Source: an optimization exercise on an open RTL-to-GDS flow (aim: small area). Production flows keep margins and buffers that such runs may drop.
Power figures rest on the tool's default switching activity, not on a simulated workload.

==> flow/design.v (excerpt) <==
module CPUtop (input power,reset,clk,writeI,softReset,input [31:0] dataI,TPC,output valid,
	output [4:0] wb_reg, output [31:0] wb_data,
	output mem_we, output [31:0] mem_addr, mem_wdata,
	output [31:0] pc);
Settings: LEC_CHECK=0, ABC_AREA=1, CAP_MARGIN=20, CORE_MARGIN=2, CORE_UTILIZATION=60, PLACE_DENSITY=0.7, SLEW_MARGIN=20, SYNTH_HIERARCHICAL=1; clock period 140.0 ns.
standard.sh (not shown) runs the stock make flow with config.mk's settings and CLKGATE_MAP_FILE= SYNTH_SCRIPT=/design/flow/synth_recipe.tcl, a recipe that flattens the netlist after the stock synthesis.
==> flow/flow/run.sh <==
#!/bin/bash
# Own layout flow: the standard ORFS flow (standard.sh) with these changes:
#  - port buffers use the smallest buffer cell;
#  - clock tree synthesis: the clock inverter of the falling-edge registers is
#    kept whole (not copied next to each register), so CTS builds one tree on
#    clk and one on the inverted clock; no dummy loads; options in
#    flow/cts_args.txt.
# Registers, floorplan, power grid, placement, routing and reports are ORFS's
# own steps, run by standard.sh. Each step's full log is in orfs/logs/, and
# make's own output in flow_make.log.
set -euo pipefail
W=$(pwd)
rm -rf "$W/scripts_own"
cp -r "$FLOW_HOME/scripts" "$W/scripts_own"
cp "$W/flow/abc_area.script" "$W/scripts_own/abc_area.script"
sed -i 's/^repair_clock_inverters$/# repair_clock_inverters (left out by flow\/run.sh)/' "$W/scripts_own/cts.tcl"
grep -q "left out by flow" "$W/scripts_own/cts.tcl"
export SCRIPTS_DIR="$W/scripts_own"
export CTS_ARGS="$(cat "$W/flow/cts_args.txt")"
export BUFFER_PORTS_ARGS="-buffer_cell sky130_fd_sc_hd__buf_1"
bash "$W/standard.sh" "SCRIPTS_DIR=$SCRIPTS_DIR" finish > "$W/flow_make.log" 2>&1
==> flow/flow/abc_area.script <==
strash
dch
amap
&get -n
&st
&dch
&put
amap
topo
stime -c
==> flow/flow/cts_args.txt <==
-sink_clustering_enable -repair_clock_nets -dont_use_dummy_load -buf_list {sky130_fd_sc_hd__clkbuf_8} -sink_clustering_size 16 -sink_clustering_max_diameter 50
Change:
--- a/flow/flow/run.sh
+++ b/flow/flow/run.sh
@@ -4,4 +4 @@
-#  - clock tree synthesis: the clock inverter of the falling-edge registers is
-#    kept whole (not copied next to each register), so CTS builds one tree on
-#    clk and one on the inverted clock; no dummy loads; options in
-#    flow/cts_args.txt.
+#  - clock tree synthesis options (flow/cts_args.txt).
@@ -16,2 +12,0 @@
-sed -i 's/^repair_clock_inverters$/# repair_clock_inverters (left out by flow\/run.sh)/' "$W/scripts_own/cts.tcl"
-grep -q "left out by flow" "$W/scripts_own/cts.tcl"
==> flow/flow/cts_args.txt (replaced) <==
-sink_clustering_enable -repair_clock_nets -dont_use_dummy_load -buf_list {sky130_fd_sc_hd__clkbuf_8}
Outcome: The new run completed without violations. Worst hold slack improved by 0.043 ns. First-iteration DRC count went up by 7.7%. Via count grows by 5.3%. Global-route usage rose by 0.51 points. Count of clock-buffer cells in the layout goes up by 44. Routed wire length is higher by 1.4%. Die area stays the same. Setup slack gets better by 0.040 ns. Synthesized area does not change. Cell count goes up by 8.3%. Core utilization goes up by 2.3 points.
Function was not checked in any run of this note: the RTL went through the layout flow alone.

CPUtop, a different RTL version from the one above (not shown whole).
For scale: roughly 4,500 cells after synthesis, ~1,300 flip-flops, about 200 I/O pins, about 64,000 sq um of cells after synthesis.
## CPUtop
module CPUtop (input power,reset,clk,writeI,softReset,input [31:0] dataI,TPC,output valid,
	output [4:0] wb_reg, output [31:0] wb_data,
	output mem_we, output [31:0] mem_addr, mem_wdata,
	output [31:0] pc);
	localparam MS = 22;    
	integer p;
	genvar j, t;
	reg [29:0] ipc;             
	reg [29:0] instr;           
	reg [511:0] imem;           
	reg [255:0] rf;             
	reg [255:0] dm;             
	reg rq;                     
	reg [29:0] d_ir;            
	localparam [3:0] C_NONE = 4'b0000, C_ZW = 4'b0001,    
	                 C_AI = 4'b0010, C_LW = 4'b0011, C_SW = 4'b0100, C_J = 4'b0101,
	                 C_M = 4'b1000, C_D = 4'b1001,          
	                 C_ADD = 4'b1100, C_SUB = 4'b1101, C_SLT = 4'b1110;
	reg [3:0] x_c;              
	reg [4:0] x_wr;
	reg [15:0] x_imm;           
	reg [31:0] x_rt;
	reg [31:0] m_alu, m_sd;
	reg [MS-1:0] m_q;
	reg m_s;
	reg [3:0] m_c;
	reg [4:0] m_wr;
	wire x_M = (x_c == C_M), x_D = (x_c == C_D), x_AI = (x_c == C_AI), x_J = (x_c == C_J);
	wire x_mr = (x_c == C_LW), x_mw = (x_c == C_SW), x_R = x_c[3];
	wire m_M = (m_c == C_M), m_D = (m_c == C_D), m_ADD = (m_c == C_ADD), m_SUB = (m_c == C_SUB);
	wire m_SLT = (m_c == C_SLT), m_AI = (m_c == C_AI), m_J = (m_c == C_J);
	wire m_mr = (m_c == C_LW), m_mw = (m_c == C_SW);
	wire m_rw = m_c[3] | (~m_c[2] & (m_c[1] | m_c[0]));
	reg [31:0] w_d;             
	reg [4:0] w_wr;
	reg w_rw;
	wire clr = reset | softReset;
  ...
clock: 140.0 ns
lec_check: 0
abc_area: 1
cap_margin: 10
core_margin: 2
core_utilization: 60
place_density: 0.7
slew_margin: 10
synth_hierarchical: 1
==> flow/flow/run.sh <==
#!/bin/bash
# Own layout flow: the standard ORFS flow (standard.sh) with these changes:
#  - port buffers use the smallest buffer cell;
#  - clock tree synthesis: the clock inverter of the falling-edge registers is
#    kept whole (not copied next to each register), so CTS builds one tree on
#    clk and one on the inverted clock; no dummy loads; options in
#    flow/cts_args.txt.
# Registers, floorplan, power grid, placement, routing and reports are ORFS's
# own steps, run by standard.sh. Each step's full log is in orfs/logs/, and
# make's own output in flow_make.log.
set -euo pipefail
W=$(pwd)
rm -rf "$W/scripts_own"
cp -r "$FLOW_HOME/scripts" "$W/scripts_own"
cp "$W/flow/abc_area.script" "$W/scripts_own/abc_area.script"
sed -i 's/^repair_clock_inverters$/# repair_clock_inverters (left out by flow\/run.sh)/' "$W/scripts_own/cts.tcl"
grep -q "left out by flow" "$W/scripts_own/cts.tcl"
export SCRIPTS_DIR="$W/scripts_own"
export CTS_ARGS="$(cat "$W/flow/cts_args.txt")"
export BUFFER_PORTS_ARGS="-buffer_cell sky130_fd_sc_hd__buf_1"
bash "$W/standard.sh" "SCRIPTS_DIR=$SCRIPTS_DIR" finish > "$W/flow_make.log" 2>&1
==> flow/flow/cts_args.txt <==
-sink_clustering_enable -repair_clock_nets -dont_use_dummy_load -buf_list {sky130_fd_sc_hd__clkbuf_8} -sink_clustering_size 16 -sink_clustering_max_diameter 50
Scripts as last shown in full above: flow/flow/abc_area.script
Then changed:
--- a/flow/config.mk
+++ b/flow/config.mk
@@ -10,4 +10,4 @@
 export CORE_MARGIN = 2
-export CORE_UTILIZATION = 60
-export PLACE_DENSITY = 0.7
+export CORE_UTILIZATION = 72
+export PLACE_DENSITY = 0.8
 export SLEW_MARGIN = 10
Count of clock-buffer cells in the layout went down by 6.
Power fell slightly.
Synthesized cell count does not change.
No functional check of the RTL was part of any run of this note.
